What follows belongs to an exercise in optimizing a design on an open flow for small area; a production flow would make more cautious choices.
In this exercise RTL edits were held to simulation tests only and were not proved equivalent to the original.
Power and IR drop assume default switching activity.

===== flow/config.mk =====
export PLATFORM = sky130hd
export DESIGN_NAME = cpu
export DESIGN_NICKNAME = cpu
export VERILOG_FILES = /design/flow/design.v
export SDC_FILE = /design/flow/constraint.sdc
export NUM_CORES = 4
export LEC_CHECK = 0
export CAP_MARGIN = 20
export CORE_MARGIN = 2
export CORE_UTILIZATION = 40
export SLEW_MARGIN = 20

===== flow/design.v =====
module alu(
    input   wire    [4:0]   opcode,
    input   wire    [15:0]  a,
    input   wire    [15:0]  b,
    output  logic   [15:0]  out
);
always_comb begin
    casez (opcode)
        5'd0:    out = a + b;
        5'd1:    out = a - b;
        5'd2:    out = $signed(a) * $signed(b);
        5'd3:    out = a & b;
        5'd4:     out = a | b;
        5'd5:    out = a ^ b;
        5'd6:    out = a << b;
        5'd7:    out = a >> b;
        5'd8:   out = $signed(a) >>> b;
        5'd9:     out = 16'(a == b);
        5'd10:    out = 16'(a != b);
        5'd11:     out = 16'($signed(a) < $signed(b));
        5'd12:     out = 16'($signed(a) <= $signed(b));
        5'd13:     out = 16'($signed(a) > $signed(b));
        5'd14:     out = 16'($signed(a) >= $signed(b));
        5'd15:    out = 16'(a < b);
        default: out = 16'b0;
    endcase
end
endmodule
module stack
#(
    parameter WIDTH = 5,  
    parameter SIZE  = 32
)
(
    input wire clk,
    input wire [WIDTH-1:0] mem_dout_addr0,
    output wire [15:0] mem_dout0,
    input wire [WIDTH-1:0] mem_dout_addr1,
    output wire [15:0] mem_dout1,
    input wire we,
    input wire [WIDTH-1:0] mem_din_addr,
    input wire [15:0] mem_din
);
reg [15:0] data [SIZE-1:0];
always @(posedge clk) begin
    if (we) begin
        data[mem_din_addr] <= mem_din;
    end
end
assign mem_dout0 = data[mem_dout_addr0];  
assign mem_dout1 = data[mem_dout_addr1];  
endmodule
module rstack
#(
    parameter WIDTH         = 4,
    parameter SIZE          = 16,
    parameter DATA_WIDTH    = 13
)
(
    input   wire                    clk,
    input   wire [WIDTH-1:0]        mem_dout_addr,
    output  wire [DATA_WIDTH-1:0]   mem_dout,
    input   wire                    we,
    input   wire [WIDTH-1:0]        mem_din_addr,
    input   wire [DATA_WIDTH-1:0]   mem_din
);
reg [DATA_WIDTH-1:0] data [SIZE-1:0];
always @(posedge clk) begin
    if (we) begin
        data[mem_din_addr] <= mem_din;
    end
end
assign mem_dout = data[mem_dout_addr];  
endmodule
module cpu
#(
    parameter CODE_ADDR_WIDTH   = 13,
    parameter DATA_ADDR_WIDTH   = 13,
    parameter STACK_DEPTH       = 5,
    parameter RSTACK_DEPTH      = 4,
    parameter FP                = (1 << 13) - (1 << 6) * 6 - 16 - 16 * 4
)
(
    input   wire                        clk,
    input   wire                        reset,           
    input   wire                        resume,          
    output  wire [CODE_ADDR_WIDTH-1:0]  code_addr,       
    input   wire [15:0]                 instruction,     
    output  wire [DATA_ADDR_WIDTH-1:0]  mem_addr,        
    input   wire [15:0]                 mem_din,         
    output  wire                        mem_dout_we,     
    output  wire [15:0]                 mem_dout         
);
reg     [STACK_DEPTH-1:0] sp;    
logic   [STACK_DEPTH-1:0] sp_new;
wire    [STACK_DEPTH-1:0] sp_plus_1  = sp + 1;
wire    [STACK_DEPTH-1:0] sp_minus_1 = sp - 1;
wire    [15:0] stack_top;        
logic   [15:0] stack_top_new;
wire    [15:0] stack_pre_top;    
logic write_to_stack;            
stack #(
    .WIDTH(STACK_DEPTH),
    .SIZE(1 << STACK_DEPTH)
)
stack(
    .clk(clk),
    .mem_dout_addr0(sp),
    .mem_dout0(stack_top),
    .mem_dout_addr1(sp_minus_1),
    .mem_dout1(stack_pre_top),
    .we(write_to_stack),
    .mem_din_addr(sp_new),
    .mem_din(stack_top_new)
);
reg     [RSTACK_DEPTH-1:0] rsp;              
logic   [RSTACK_DEPTH-1:0] rsp_new;
reg     [CODE_ADDR_WIDTH-1:0] rstack_top;    
logic   [CODE_ADDR_WIDTH-1:0] rstack_top_new;
logic write_to_rstack;                       
rstack #(
    .WIDTH(RSTACK_DEPTH),
    .SIZE(1 << RSTACK_DEPTH),
    .DATA_WIDTH(CODE_ADDR_WIDTH)
)
rstack(
    .clk(clk),
    .mem_dout_addr(rsp),
    .mem_dout(rstack_top),
    .we(write_to_rstack),
    .mem_din_addr(rsp_new),
    .mem_din(rstack_top_new)
);
wire [15:0] instr       = reset ? 18944 : instruction;  
wire [15:0] instr_simm9 = {{7{instr[8]}}, instr[8:0]};
wire [15:0] instr_imm13 = {3'b0, instr[12:0]};
wire [4:0]  opcode      = instr[14:10];
wire cmd_type   = instr[15];     
wire mode       = instr[9];      
reg     [CODE_ADDR_WIDTH-1:0] pc;    
logic   [CODE_ADDR_WIDTH-1:0] pc_new;
wire    [CODE_ADDR_WIDTH-1:0] pc_plus_1 = pc + 1;
wire    [CODE_ADDR_WIDTH-1:0] pc_jz     = (~|stack_top) ? instr_imm13[12:0] : pc_plus_1;
reg     [DATA_ADDR_WIDTH-1:0] fp;    
logic   [DATA_ADDR_WIDTH-1:0] fp_new;
reg     wait_flag;
logic   wait_flag_new;
assign code_addr = pc_new;
wire [DATA_ADDR_WIDTH-1:0] mem_abs_addr =  (mode ?
                                            fp :
                                            stack_top[DATA_ADDR_WIDTH-1:0]
                                            ) + instr_simm9[DATA_ADDR_WIDTH-1:0];
assign mem_dout_we   = (!cmd_type && opcode == 5'd17) ? 1'b1 : 1'b0;
assign mem_dout      = mode ? stack_top : stack_pre_top;
assign mem_addr = mem_abs_addr;
wire [15:0] alu_x = mode ? stack_top : stack_pre_top;
wire [15:0] alu_y = mode ? instr_simm9 : stack_top;
wire [15:0] alu_out;
wire is_alu = !cmd_type && opcode < 5'd16;
alu alu(
    .opcode(opcode),
    .a(alu_x),
    .b(alu_y),
    .out(alu_out)
);
always_comb begin
    casez ({cmd_type, opcode, wait_flag, resume})
        8'b?_??_???_?_1:     pc_new = pc_plus_1;          
        8'b?_??_???_1_0,                                  
        {1'b0, 5'd23, 2'b0}: pc_new = pc;                 
        8'b1_00_???_0_0,                                  
        8'b1_10_???_0_0:     pc_new = instr_imm13[12:0];  
        8'b1_01_???_0_0:     pc_new = pc_jz;              
        {1'b0, 5'd20, 2'b0}:  pc_new = rstack_top;         
        default:             pc_new = pc_plus_1;
    endcase
end
always_comb begin
    case ({cmd_type, opcode})
        {1'b0, 5'd18}: fp_new = fp - instr_simm9[DATA_ADDR_WIDTH-1:0];
        {1'b0, 5'd20}:    fp_new = fp + instr_simm9[DATA_ADDR_WIDTH-1:0];
        {1'b0, 5'd19}: fp_new = stack_top[DATA_ADDR_WIDTH-1:0];
        default:         fp_new = fp;
    endcase
end
always_comb begin
    casez ({cmd_type, opcode})
        6'b1_10_???: rstack_top_new = pc_plus_1;  
        default:     rstack_top_new = DATA_ADDR_WIDTH'('x);
    endcase
end
always_comb begin
    casez ({cmd_type, opcode})
        6'b1_10_???:  rsp_new = rsp + 1;  
        {1'b0, 5'd20}: rsp_new = rsp - 1;
        default:      rsp_new = rsp;
    endcase
end
always_comb begin
    casez ({cmd_type, opcode})
        6'b1_10_???: write_to_rstack = 1'b1;  
        default:     write_to_rstack = 1'b0;
    endcase
end
always_comb begin
    casez ({cmd_type, is_alu, opcode})
        {2'b00, 5'd16},
        7'b01?????:         sp_new = mode ? sp : sp_minus_1;     
        {2'b00, 5'd17}:    sp_new = mode ? sp_minus_1 : sp - 2;
        {2'b00, 5'd19},
        {7'b10_01_???}:     sp_new = sp_minus_1;                 
        {2'b00, 5'd21},
        {2'b00, 5'd22},
        7'b10_11_???:       sp_new = sp_plus_1;                  
        default:            sp_new = sp;                         
    endcase
end
always_comb begin
    casez ({cmd_type, is_alu, opcode})
        7'b01?????:         stack_top_new = alu_out;         
        {2'b00, 5'd21}: stack_top_new = instr_simm9;
        {2'b00, 5'd22}:  stack_top_new = mem_din;
        7'b10_11_???:       stack_top_new = instr_imm13;     
        default:            stack_top_new = 16'bx;
    endcase
end
always_comb begin
    casez ({cmd_type, is_alu, opcode})
        7'b01?????,                                  
        {2'b00, 5'd21},
        {2'b00, 5'd22},
        7'b10_11_???:       write_to_stack = 1'b1;   
        default:            write_to_stack = 1'b0;
    endcase
end
always_comb begin
    casez({cmd_type, opcode, resume})
        {1'b0, 5'd23, 1'b0}: wait_flag_new = 1'b1;
        {7'b?_?????_1}:      wait_flag_new = 1'b0;
        default:             wait_flag_new = wait_flag;
    endcase
end
always_ff @(posedge clk) begin
    if (reset) begin
        pc  <= {CODE_ADDR_WIDTH{1'b1}};
        sp  <= STACK_DEPTH'(0);
        rsp <= RSTACK_DEPTH'(0);
        fp  <= DATA_ADDR_WIDTH'(FP);
        wait_flag <= 1'b0;
    end else begin
        pc  <= pc_new;
        sp  <= sp_new;
        rsp <= rsp_new;
        fp  <= fp_new;
        wait_flag <= wait_flag_new;
    end
end
endmodule

===== flow/constraint.sdc =====
create_clock -name core_clock -period 10.0 [get_ports {clk}]
set_input_delay 2.0000 -clock core_clock [delete_from_list [all_inputs] [get_ports {clk}]]
set_output_delay 2.0000 -clock core_clock [all_outputs]
set_load 0.01 [all_outputs]

===== flow/run.sh =====
#!/bin/bash
# synth_recipe.tcl (not shown) runs the flow's synth.tcl, then flattens the netlist and writes it again
# the make line also repeats each setting of config.mk as NAME=value (left out here)
make -C /OpenROAD-flow-scripts/flow DESIGN_CONFIG=/design/flow/config.mk WORK_HOME=/design/flow/orfs CLKGATE_MAP_FILE= SYNTH_SCRIPT=/design/flow/synth_recipe.tcl finish

==> run summary <==
- The flow ran to the end and the layout has no timing, DRC or antenna violations.
- The net switching fraction of the power is 0.405.
- The switching component of the power is 5500 uW.
- For this run, design rule violations remaining after detail routing come to 0.
- The first global-routing pass estimated 218,000 um of wire.
- The worst clock skew on the final layout is 0.0567 ns.
- The share of Yosys cell area claimed by the top area cell type is 0.482.
- The critical path capture point type is a register.
- The number of hold-repair buffers added at the cts stage is 0.
- The commonest cells after synthesis are edfxtp_1 (720), mux4_2 (316), nor2_1 (245).
- In the post-synthesis netlist, the biggest area contributors are edfxtp_1 (48%), mux4_2 (16%), ha_1 (4.0%), fa_1 (3.7%), mux2i_1 (2.5%).
- The post-synthesis average cell area is 13.6 um^2.
- The final net count is 3,731.
- The total power of the final layout is 13,600 uW.
- Across the VDD grid, the largest voltage drop is 0.499 mV.
- Setup repair after global routing left no endpoint under its margin.
- The biggest area contributor in the post-synthesis netlist is edfxtp_1.
- The critical path class is register to register.
- The signal arrival time at the worst endpoint is 9.99 ns.
- In this run the count of I/O pins placed on the die edge is 78.
- The final global-route overflow total is 0.
- After clock tree synthesis, the repair step resized 0 gates.
- The TritonCTS clock tree is yes.
- In the post-synthesis netlist, the cell with the most instances is edfxtp_1.
- Of the synthesized area, sequential elements account for 0.499.
- The first TritonRoute pass finished after 6 iterations.
- The synthesized design contains 720 enable-type register cells.
- The post-CTS repair timing setup buffer count is 0.
- The detail route stage leaves a number of antenna-violating nets equal to 0.
- The floorplan step set the die width to 339 um.
- For this configuration, the core starts out at a cell density of 0.404.
- The number of warnings issued by yosys is 4.
- Among all flip-flop cells after synthesis, the most frequent one is edfxtp_1.
- The clock network power share is 0.219.
- Max-cap violations in this run came to 0.
- After clock tree synthesis, the clock-pin slew on the worst setup and hold paths is 0.06 ns.
- The number of H-tree levels is 3.
- For this block, the initial DRC count from the detailed router was 4,366.
- The cell count after synthesis came out at 3,301.
- The tree is rooted in a clkbuf_16.
- The worst min-delay path class is register to register.
- The max-slew violation count is 0.
- The worst pin sits at a relative slew slack of 0.282.
- The biggest fanout along the worst timing path is 32.
- The analysis attributes to cell leakage a power of 0.0177 uW.
- The final routed wire length divided by cell count is 30.4 um.
- The floorplan has 122 rows.
- The total number of vias is 31,400.
- Static timing analysis puts the maximum clock frequency at 104 MHz.
- The worst-skew pair later-pin latency is 0.67 ns.
- The total of endpoints with negative setup slack in the final report is 0.
- The slowest stage of the critical path belongs to the cell ha_4.
- Hold is met by 0.514 ns.
- The most used cell along the critical path is inv_1.
- When the netlist entered floorplanning its net count stood at 3,563.
- The kind of start point of the critical path is a register.
- At the end of routability-driven placement, the weighted congestion stood at 1.01.
- In this run, synthesis produced a sequential element count of 756.
- Entering global routing, the biggest net connects 105 pins.
- The area overhead of the layout relative to synthesis is 13.4%.
- Clock tree synthesis found a total of 756 sinks.
- The number of clock buffers inserted by TritonCTS is 82.
- Of the total power, registers draw 0.291.
- The required arrival time at the worst endpoint is 10.38 ns.
- The internal power of the cells is 8090 uW.
- The count of buffers added on input and output ports is 77.
- The part of the power in combinational logic is 0.490.
- The maximum number of buffers from clock root to sink is 3.
- The via count of the first global-routing pass is 30,300.
- After detailed routing, the number of vias per cell comes to 6.26.
- The routed design has 153,000 um of wire.
- The floorplan step defined a die boundary enclosing 115,000 um^2.
- The overall global routing resource usage is 0.262.
- The post-synthesis instance area is 44,800 um^2.
- The die span in y is 339 um.
- The share of cells above drive strength 1 is 0.221.
- The distinct cell type count of the synthesized netlist is 102.
- Dividing the final minimum period by the clock period gives 0.961.
- The time the final worst path needs with I/O delays and setup is 9.61 ns.
- The initial antenna violation count is 5.
- After legalization and detailed placement, the total HPWL measured 107,000 um.
- The async set or reset register ratio after synthesis is 0.
- The transition time at the pin with the least slew margin is 1.07 ns.
- Fill cells in the final layout number 9,942.
- The standard cell core area is 111,000 um^2.
- The number of failing hold endpoints at the final stage came to 0.
- The stage delay of the slowest cell on the critical path is 0.74 ns.
- The total power density per cell area is 267 nW/um^2.
- Setup total negative slack on the finished layout was measured at 0 ns.
## cells by family after synthesis
group | synth area share
flops | 0.499
xor+xnor | 0.0191
fa+ha+maj | 0.0773
compound gates | 0.0911
buf+inv | 0.0464
simple gates | 0.0773
mux | 0.190
## through the flow
stage	util	area [um^2]	instances	worst slack [ns]
global placement	0.434	48100	4873	0.264
global route	0.458	50800	5021	0.0339
floorplan	-	44800	3301	0.396
CTS	0.458	50800	5020	0.344
detailed placement	0.435	48200	4873	0.210
finish	0.458	50800	5021	0.395
## power groups by stage
stage | registers (uW) | logic (uW) | clock network [uW]
2_1_floorplan | 4010 | 4090 | 0
3_3_place_gp | 4010 | 6510 | 0
3_5_place_dp | 4020 | 6530 | 0
4_1_cts | 3950 | 6560 | 3020
5_1_grt | 3960 | 7110 | 3150
6_report | 3950 | 6660 | 2980
## cell type report
type,instances,area [um^2],area share
sequential,756,22400,0.440
multi-input combinational,2114,20600,0.406
timing repair buffer,291,2470,0.0487
clock buffer,107,2210,0.0435
tap,1488,1860,0.0366
inverter,224,841,0.0165
clock inverter,40,422,0.00830
antenna,1,2.50,0.0000493
## metal layers
metal  routed length, um  global-route usage
met5                  16                   0
met4                7060               0.110
met3               14700              0.0530
met2               69500               0.403
met1               61500               0.363
## final timing paths
path                        from                           end  slack [ns]  depth (start not counted)
max             sp[1]$_SDFF_PP0_  stack.data[26][14]$_DFFE_PP_        0.39                         32
min          fp[11]$_SDFFE_PP1P_           fp[11]$_SDFFE_PP1P_        0.51                          2
max reg2reg     sp[1]$_SDFF_PP0_  stack.data[26][14]$_DFFE_PP_        0.39                         32
min reg2reg  fp[11]$_SDFFE_PP1P_           fp[11]$_SDFFE_PP1P_        0.51                          2
## critical path, delay by kind of cell, from the launching register on
kind	cells	cell delay [ns]
AO/OA/AOI/OAI	5	1.03
XOR/XNOR	1	0.30
adder cells (fa/ha/maj)	9	3.94
buffers and inverters	10	1.68
flip-flops	1	0.35
multiplexers	4	1.69
AND/OR/NAND/NOR	3	0.25
## registers in the layout, summed over array words and instances (netlist names)
register,count
fp,13
rsp,4
pc,13
rstack.data,208
wait_flag,1
stack.data,512
sp,5
## layout by cell type, fill, tap and decap left out, drive strengths merged, types with 33 or more instances in the layout
cell / instances
edfxtp: 720
mux4: 318
nor2: 246
nand2: 245
inv: 221
buf: 215
ha: 144
o21ai: 133
mux2i: 115
a21oi: 111
clkbuf: 107
fa: 83
clkdlybuf4s50: 76
nand3: 64
xnor2: 60
a21o: 43
o22ai: 38
dfxtp: 36
nor3: 35
clkinv: 33

-- re-timing with driven ports --
Ports are ideal in the flow. The routed layout listed here was re-timed in OpenROAD. Step 1, drivers: a clkbuf_16 drives clk and a buf_2 each remaining input, both assumed. Step 2 times the ports against the registers' clock, not the clock port: input delays grow and output delays shrink by t, the midpoint of the rising clock arrivals with the driver on. Slacks: no drivers / after step 1 / after step 2; pairs: no drivers / after step 1.
t, ns: 0.711
slack for setup (ns): 0.395 / 0.395 / 0.146
worst hold slack (ns): 0.514 / 0.514 / 0.514
latest minus earliest clock arrival (ns): 0.057 / 0.057
slew at the worst register clock pin (ns): 0.07 / 0.07
After both steps setup and hold are still met in this run. The setup slack of this run moves by 0.000 ns with the drivers and by -0.249 ns with both steps.
